This design comes from an exercise in tuning for small area and a short achievable clock period on the open sky130 flow, not from production work.
Only simulation tests tie the RTL to the original design; equivalence was not proved.

==> inputs of run G <==
==> flow/design.v <==
module ppu_pg_n (input na, input s, output g, output p);
    assign g = ~(na | s);
    assign p = ~(na & s);
endmodule
module ppu_pg_t (input a, input sn, output g, output p);
    assign g = a & sn;
    assign p = a | sn;
endmodule
module ppu_ngp_t (input a, input sn, output ng, output np);
    assign ng = ~(a & sn);
    assign np = ~(a | sn);
endmodule
module ppu_cy_ti (input g, input p, input c, output nco);
    assign nco = ~(g | (p & c));
endmodule
module ppu_cy_it (input ng, input np, input nc, output co);
    assign co = ~((ng & nc) | np);
endmodule
module ppu_rem_iti (input na, input s, input c, input q, output nr);
    assign nr = ~(~na ^ (q & ~(s ^ c)));
endmodule
module ppu_rem_itt (input na, input s, input c, input q, output r);
    assign r = ~na ^ (q & ~(s ^ c));
endmodule
module ppu_rem_tii (input a, input s, input nc, input q, output nr);
    assign nr = ~(a ^ (q & (s ^ nc)));
endmodule
module ppu_rem_tti (input a, input s, input c, input q, output nr);
    assign nr = ~(a ^ (q & ~(s ^ c)));
endmodule
module ppu_rem_ttt (input a, input s, input c, input q, output r);
    assign r = a ^ (q & ~(s ^ c));
endmodule
module ppu_q (input a12, input nc12, output q);
    assign q = a12 | ~nc12;
endmodule
module ppu_maj (input a, input b, input c, output y);
    assign y = (a & b) | (a & c) | (b & c);
endmodule
module ppu_ge12 (input [11:0] a, input [11:0] sn, output ge);
    wire [12:0] c;
    assign c[1] = a[0] | sn[0];
    genvar i;
    generate
        for (i = 1; i < 12; i = i + 1) begin : g_b
            ppu_maj u_m (.a(a[i]), .b(sn[i]), .c(c[i]), .y(c[i+1]));
        end
    endgenerate
    assign ge = c[12];
endmodule
module ppu_rem0 (input a, input s, input q, output nr);
    assign nr = ~(a ^ (q & s));
endmodule
module ppu_stage_first (input [12:0] a, input [11:0] s, input [11:0] sn, output q, output [11:0] r);
    wire [12:0] cy;   
    assign cy[1] = a[0] | sn[0];
    ppu_rem0 u_r0 (.a(a[0]), .s(s[0]), .q(q), .nr(r[0]));
    wire g1, p1;
    ppu_pg_t u_pg1 (.a(a[1]), .sn(sn[1]), .g(g1), .p(p1));
    ppu_cy_ti u_cy1 (.g(g1), .p(p1), .c(cy[1]), .nco(cy[2]));
    ppu_rem_ttt u_r1 (.a(a[1]), .s(s[1]), .c(cy[1]), .q(q), .r(r[1]));
    wire ng2, np2;
    ppu_ngp_t u_pg2 (.a(a[2]), .sn(sn[2]), .ng(ng2), .np(np2));
    ppu_cy_it u_cy2 (.ng(ng2), .np(np2), .nc(cy[2]), .co(cy[3]));
    ppu_rem_tii u_r2 (.a(a[2]), .s(s[2]), .nc(cy[2]), .q(q), .nr(r[2]));
    wire g3, p3;
    ppu_pg_t u_pg3 (.a(a[3]), .sn(sn[3]), .g(g3), .p(p3));
    ppu_cy_ti u_cy3 (.g(g3), .p(p3), .c(cy[3]), .nco(cy[4]));
    ppu_rem_ttt u_r3 (.a(a[3]), .s(s[3]), .c(cy[3]), .q(q), .r(r[3]));
    wire ng4, np4;
    ppu_ngp_t u_pg4 (.a(a[4]), .sn(sn[4]), .ng(ng4), .np(np4));
    ppu_cy_it u_cy4 (.ng(ng4), .np(np4), .nc(cy[4]), .co(cy[5]));
    ppu_rem_tii u_r4 (.a(a[4]), .s(s[4]), .nc(cy[4]), .q(q), .nr(r[4]));
    wire g5, p5;
    ppu_pg_t u_pg5 (.a(a[5]), .sn(sn[5]), .g(g5), .p(p5));
    ppu_cy_ti u_cy5 (.g(g5), .p(p5), .c(cy[5]), .nco(cy[6]));
    ppu_rem_ttt u_r5 (.a(a[5]), .s(s[5]), .c(cy[5]), .q(q), .r(r[5]));
    wire ng6, np6;
    ppu_ngp_t u_pg6 (.a(a[6]), .sn(sn[6]), .ng(ng6), .np(np6));
    ppu_cy_it u_cy6 (.ng(ng6), .np(np6), .nc(cy[6]), .co(cy[7]));
    ppu_rem_tii u_r6 (.a(a[6]), .s(s[6]), .nc(cy[6]), .q(q), .nr(r[6]));
    wire g7, p7;
    ppu_pg_t u_pg7 (.a(a[7]), .sn(sn[7]), .g(g7), .p(p7));
    ppu_cy_ti u_cy7 (.g(g7), .p(p7), .c(cy[7]), .nco(cy[8]));
    ppu_rem_ttt u_r7 (.a(a[7]), .s(s[7]), .c(cy[7]), .q(q), .r(r[7]));
    wire ng8, np8;
    ppu_ngp_t u_pg8 (.a(a[8]), .sn(sn[8]), .ng(ng8), .np(np8));
    ppu_cy_it u_cy8 (.ng(ng8), .np(np8), .nc(cy[8]), .co(cy[9]));
    ppu_rem_tii u_r8 (.a(a[8]), .s(s[8]), .nc(cy[8]), .q(q), .nr(r[8]));
    wire g9, p9;
    ppu_pg_t u_pg9 (.a(a[9]), .sn(sn[9]), .g(g9), .p(p9));
    ppu_cy_ti u_cy9 (.g(g9), .p(p9), .c(cy[9]), .nco(cy[10]));
    ppu_rem_ttt u_r9 (.a(a[9]), .s(s[9]), .c(cy[9]), .q(q), .r(r[9]));
    wire ng10, np10;
    ppu_ngp_t u_pg10 (.a(a[10]), .sn(sn[10]), .ng(ng10), .np(np10));
    ppu_cy_it u_cy10 (.ng(ng10), .np(np10), .nc(cy[10]), .co(cy[11]));
    ppu_rem_tii u_r10 (.a(a[10]), .s(s[10]), .nc(cy[10]), .q(q), .nr(r[10]));
    wire g11, p11;
    ppu_pg_t u_pg11 (.a(a[11]), .sn(sn[11]), .g(g11), .p(p11));
    ppu_cy_ti u_cy11 (.g(g11), .p(p11), .c(cy[11]), .nco(cy[12]));
    ppu_rem_ttt u_r11 (.a(a[11]), .s(s[11]), .c(cy[11]), .q(q), .r(r[11]));
    ppu_q u_q (.a12(a[12]), .nc12(cy[12]), .q(q));
endmodule
module ppu_stage (input [12:0] a, input [11:0] s, input [11:0] sn, output q, output [11:0] r);
    wire [12:0] cy;   
    assign cy[1] = a[0] | sn[0];
    ppu_rem0 u_r0 (.a(a[0]), .s(s[0]), .q(q), .nr(r[0]));
    wire g1, p1;
    ppu_pg_n u_pg1 (.na(a[1]), .s(s[1]), .g(g1), .p(p1));
    ppu_cy_ti u_cy1 (.g(g1), .p(p1), .c(cy[1]), .nco(cy[2]));
    ppu_rem_itt u_r1 (.na(a[1]), .s(s[1]), .c(cy[1]), .q(q), .r(r[1]));
    wire ng2, np2;
    ppu_ngp_t u_pg2 (.a(a[2]), .sn(sn[2]), .ng(ng2), .np(np2));
    ppu_cy_it u_cy2 (.ng(ng2), .np(np2), .nc(cy[2]), .co(cy[3]));
    ppu_rem_tii u_r2 (.a(a[2]), .s(s[2]), .nc(cy[2]), .q(q), .nr(r[2]));
    wire g3, p3;
    ppu_pg_n u_pg3 (.na(a[3]), .s(s[3]), .g(g3), .p(p3));
    ppu_cy_ti u_cy3 (.g(g3), .p(p3), .c(cy[3]), .nco(cy[4]));
    ppu_rem_itt u_r3 (.na(a[3]), .s(s[3]), .c(cy[3]), .q(q), .r(r[3]));
    wire ng4, np4;
    ppu_ngp_t u_pg4 (.a(a[4]), .sn(sn[4]), .ng(ng4), .np(np4));
    ppu_cy_it u_cy4 (.ng(ng4), .np(np4), .nc(cy[4]), .co(cy[5]));
    ppu_rem_tii u_r4 (.a(a[4]), .s(s[4]), .nc(cy[4]), .q(q), .nr(r[4]));
    wire g5, p5;
    ppu_pg_n u_pg5 (.na(a[5]), .s(s[5]), .g(g5), .p(p5));
    ppu_cy_ti u_cy5 (.g(g5), .p(p5), .c(cy[5]), .nco(cy[6]));
    ppu_rem_itt u_r5 (.na(a[5]), .s(s[5]), .c(cy[5]), .q(q), .r(r[5]));
    wire ng6, np6;
    ppu_ngp_t u_pg6 (.a(a[6]), .sn(sn[6]), .ng(ng6), .np(np6));
    ppu_cy_it u_cy6 (.ng(ng6), .np(np6), .nc(cy[6]), .co(cy[7]));
    ppu_rem_tii u_r6 (.a(a[6]), .s(s[6]), .nc(cy[6]), .q(q), .nr(r[6]));
    wire g7, p7;
    ppu_pg_n u_pg7 (.na(a[7]), .s(s[7]), .g(g7), .p(p7));
    ppu_cy_ti u_cy7 (.g(g7), .p(p7), .c(cy[7]), .nco(cy[8]));
    ppu_rem_itt u_r7 (.na(a[7]), .s(s[7]), .c(cy[7]), .q(q), .r(r[7]));
    wire ng8, np8;
    ppu_ngp_t u_pg8 (.a(a[8]), .sn(sn[8]), .ng(ng8), .np(np8));
    ppu_cy_it u_cy8 (.ng(ng8), .np(np8), .nc(cy[8]), .co(cy[9]));
    ppu_rem_tii u_r8 (.a(a[8]), .s(s[8]), .nc(cy[8]), .q(q), .nr(r[8]));
    wire g9, p9;
    ppu_pg_n u_pg9 (.na(a[9]), .s(s[9]), .g(g9), .p(p9));
    ppu_cy_ti u_cy9 (.g(g9), .p(p9), .c(cy[9]), .nco(cy[10]));
    ppu_rem_itt u_r9 (.na(a[9]), .s(s[9]), .c(cy[9]), .q(q), .r(r[9]));
    wire ng10, np10;
    ppu_ngp_t u_pg10 (.a(a[10]), .sn(sn[10]), .ng(ng10), .np(np10));
    ppu_cy_it u_cy10 (.ng(ng10), .np(np10), .nc(cy[10]), .co(cy[11]));
    ppu_rem_tii u_r10 (.a(a[10]), .s(s[10]), .nc(cy[10]), .q(q), .nr(r[10]));
    wire g11, p11;
    ppu_pg_n u_pg11 (.na(a[11]), .s(s[11]), .g(g11), .p(p11));
    ppu_cy_ti u_cy11 (.g(g11), .p(p11), .c(cy[11]), .nco(cy[12]));
    ppu_rem_itt u_r11 (.na(a[11]), .s(s[11]), .c(cy[11]), .q(q), .r(r[11]));
    ppu_q u_q (.a12(a[12]), .nc12(cy[12]), .q(q));
endmodule
module ppu_round (input [12:0] a, input [11:0] s, input [11:0] sn, output q);
    wire [12:0] cy;   
    assign cy[1] = sn[0];
    wire g1, p1;
    ppu_pg_n u_pg1 (.na(a[1]), .s(s[1]), .g(g1), .p(p1));
    ppu_cy_ti u_cy1 (.g(g1), .p(p1), .c(cy[1]), .nco(cy[2]));
    wire ng2, np2;
    ppu_ngp_t u_pg2 (.a(a[2]), .sn(sn[2]), .ng(ng2), .np(np2));
    ppu_cy_it u_cy2 (.ng(ng2), .np(np2), .nc(cy[2]), .co(cy[3]));
    wire g3, p3;
    ppu_pg_n u_pg3 (.na(a[3]), .s(s[3]), .g(g3), .p(p3));
    ppu_cy_ti u_cy3 (.g(g3), .p(p3), .c(cy[3]), .nco(cy[4]));
    wire ng4, np4;
    ppu_ngp_t u_pg4 (.a(a[4]), .sn(sn[4]), .ng(ng4), .np(np4));
    ppu_cy_it u_cy4 (.ng(ng4), .np(np4), .nc(cy[4]), .co(cy[5]));
    wire g5, p5;
    ppu_pg_n u_pg5 (.na(a[5]), .s(s[5]), .g(g5), .p(p5));
    ppu_cy_ti u_cy5 (.g(g5), .p(p5), .c(cy[5]), .nco(cy[6]));
    wire ng6, np6;
    ppu_ngp_t u_pg6 (.a(a[6]), .sn(sn[6]), .ng(ng6), .np(np6));
    ppu_cy_it u_cy6 (.ng(ng6), .np(np6), .nc(cy[6]), .co(cy[7]));
    wire g7, p7;
    ppu_pg_n u_pg7 (.na(a[7]), .s(s[7]), .g(g7), .p(p7));
    ppu_cy_ti u_cy7 (.g(g7), .p(p7), .c(cy[7]), .nco(cy[8]));
    wire ng8, np8;
    ppu_ngp_t u_pg8 (.a(a[8]), .sn(sn[8]), .ng(ng8), .np(np8));
    ppu_cy_it u_cy8 (.ng(ng8), .np(np8), .nc(cy[8]), .co(cy[9]));
    wire g9, p9;
    ppu_pg_n u_pg9 (.na(a[9]), .s(s[9]), .g(g9), .p(p9));
    ppu_cy_ti u_cy9 (.g(g9), .p(p9), .c(cy[9]), .nco(cy[10]));
    wire ng10, np10;
    ppu_ngp_t u_pg10 (.a(a[10]), .sn(sn[10]), .ng(ng10), .np(np10));
    ppu_cy_it u_cy10 (.ng(ng10), .np(np10), .nc(cy[10]), .co(cy[11]));
    wire g11, p11;
    ppu_pg_n u_pg11 (.na(a[11]), .s(s[11]), .g(g11), .p(p11));
    ppu_cy_ti u_cy11 (.g(g11), .p(p11), .c(cy[11]), .nco(cy[12]));
    ppu_q u_q (.a12(a[12]), .nc12(cy[12]), .q(q));
endmodule
module PPU (
    input clk,
    input rst,
    input i_en,
    input [31:0] data_in,
    input [11:0] scaling_factor,
    output logic [6:0] data_out,
    output logic valid,
    output logic [31:0] data_in_out
);
wire [11:0] s  = scaling_factor;
wire [11:0] sn = ~scaling_factor;
wire ge_hi;
ppu_ge12 u_ov (.a(data_in[17:6]), .sn(sn), .ge(ge_hi));
wire ovf = (|data_in[30:18]) | ge_hi;
wire [11:0] rem [0:5];
wire [5:0]  qq;
ppu_stage_first u_st5 (.a(data_in[17:5]), .s(s), .sn(sn), .q(qq[5]), .r(rem[5]));
ppu_stage u_st4 (.a({rem[5], data_in[4]}), .s(s), .sn(sn), .q(qq[4]), .r(rem[4]));
ppu_stage u_st3 (.a({rem[4], data_in[3]}), .s(s), .sn(sn), .q(qq[3]), .r(rem[3]));
ppu_stage u_st2 (.a({rem[3], data_in[2]}), .s(s), .sn(sn), .q(qq[2]), .r(rem[2]));
ppu_stage u_st1 (.a({rem[2], data_in[1]}), .s(s), .sn(sn), .q(qq[1]), .r(rem[1]));
ppu_stage u_st0 (.a({rem[1], data_in[0]}), .s(s), .sn(sn), .q(qq[0]), .r(rem[0]));
wire rnd;
ppu_round u_rn (.a({rem[0], 1'b0}), .s(s), .sn(sn), .q(rnd));
wire [6:0] fval = ovf ? 7'd127 : ({1'b0, qq} + {6'd0, rnd});
always @(posedge clk) begin
    if (rst) begin
        valid <= 1'b0;
        data_out <= 7'd0;
        data_in_out <= 32'd0;
    end else begin
        valid <= i_en;
        data_out <= (i_en & ~data_in[31]) ? fval : 7'd0;
        data_in_out <= data_in;
    end
end
endmodule
==> flow/flow/run.sh <==
#!/bin/bash
# Standard ORFS layout, with the port buffers made from the smallest buffer cell.
set -o pipefail
bash standard.sh BUFFER_PORTS_ARGS="-buffer_cell sky130_fd_sc_hd__buf_1" finish > standard_flow.log 2>&1
==> flow/standard.sh <==
#!/bin/bash
# synth_recipe.tcl (not shown) runs the flow's synth.tcl, then flattens the netlist and writes it again
# the make line also repeats each setting of config.mk as NAME=value (left out here)
make -C /OpenROAD-flow-scripts/flow DESIGN_CONFIG=/design/flow/config.mk WORK_HOME=/design/flow/orfs CLKGATE_MAP_FILE= SYNTH_SCRIPT=/design/flow/synth_recipe.tcl "${@:-finish}"
==> flow/config.mk <==
export PLATFORM = sky130hd
export DESIGN_NAME = PPU
export DESIGN_NICKNAME = PPU
export VERILOG_FILES = /design/flow/design.v
export SDC_FILE = /design/flow/constraint.sdc
export NUM_CORES = 4
export LEC_CHECK = 0
export CAP_MARGIN = 20
export CORE_MARGIN = 2
export CORE_UTILIZATION = 40
export SLEW_MARGIN = 20
export SYNTH_HIERARCHICAL = 1
export SYNTH_MINIMUM_KEEP_SIZE = 0
==> flow/constraint.sdc <==
create_clock -name core_clock -period 120.0 [get_ports {clk}]
set_input_delay 24.0000 -clock core_clock [delete_from_list [all_inputs] [get_ports {clk}]]
set_output_delay 24.0000 -clock core_clock [all_outputs]
set_load 0.01 [all_outputs]
==> inputs of run E, as changes to run G <==
==> flow/flow/run.sh (replaced) <==
#!/bin/bash
# Standard ORFS layout, with the port buffers made from the smallest buffer cell, and timing
# repair aiming at a setup slack of 85 ns so that it speeds up the critical paths.
set -o pipefail
bash standard.sh BUFFER_PORTS_ARGS="-buffer_cell sky130_fd_sc_hd__buf_1" SETUP_SLACK_MARGIN=85 finish > standard_flow.log 2>&1
==> inputs of run Y, as changes to run G <==
Settings changed: CORE_UTILIZATION 40 to 70.
==> results.ini <==
[outcome]
status = timing/DRC/antenna clean

[floorplanning]
rows = 37
dieArea_um2 = 11460

[cells_and_area]
mostFrequentLayoutCells = nand2_1 (143), xor2_1 (98), buf_1 (86), a21oi_2 (77), nor2_1 (72)

-- figures above: run G

==> results.ini <==
[outcome]
status = timing/DRC/antenna clean

[floorplanning]
rows = 28

[global_route]
grt_use_total = 0.2666

[critical_path]
critical_path.startpoint = scaling_factor[1]

[cells_and_area]
mostFrequentLayoutCells = nand2_1 (143), xor2_1 (98), buf_1 (86), a21oi_2 (77), nor2_1 (72)

[detailed_routing]
wl_met3_um = 366

-- figures above: run Y

==> results.ini <==
[cells_and_area]
final_common_cell = nand2_1
nNetsFinal = 843
mostFrequentLayoutCells = nand2_1 (133), buf_4 (123), xor2_1 (82), buf_1 (78), a21oi_2 (73)

[floorplanning]
num_io_pins = 87
dieArea_um2 = 11460

[timing]
slew_violations = 0

[place]
dp_hpwl_mm = 7.846

[outcome]
status = timing/DRC/antenna clean

-- figures above: run E

==> afterwards: timing with drivers on the ports <==
The flow's constraints put no driver on any port. The routed layouts listed below were extracted and timed again, unchanged, in two steps. Step 1: set_driving_cell puts a clkbuf_16 on clk and a buf_2 on each other input, an assumption about the parent block. Step 2 adds t to the input delays and takes it off the output delays; t is the mean of the earliest and latest rising clock arrival at the registers after step 1. Input paths then give back, and output paths get back, about the clock's delay inside the block. Three values: ideal, step 1, step 2; two values: the first two.
run	t, ns	setup WS [ns]	slew at the worst register clock pin (ns)	worst slew at a driven data input, ns
run G	0.314	78.089 / 78.090 / 77.777	0.09 / 0.09	0.04
run E	0.316	82.162 / 82.120 / 81.804	0.08 / 0.08	0.08
run Y	0.308	77.552 / 77.551 / 77.243	0.08 / 0.08	0.04
After both steps setup and hold are still met in every run listed. The setup slack of run E, which loses most, moves by -0.042 ns with the drivers and by -0.358 ns with both steps.
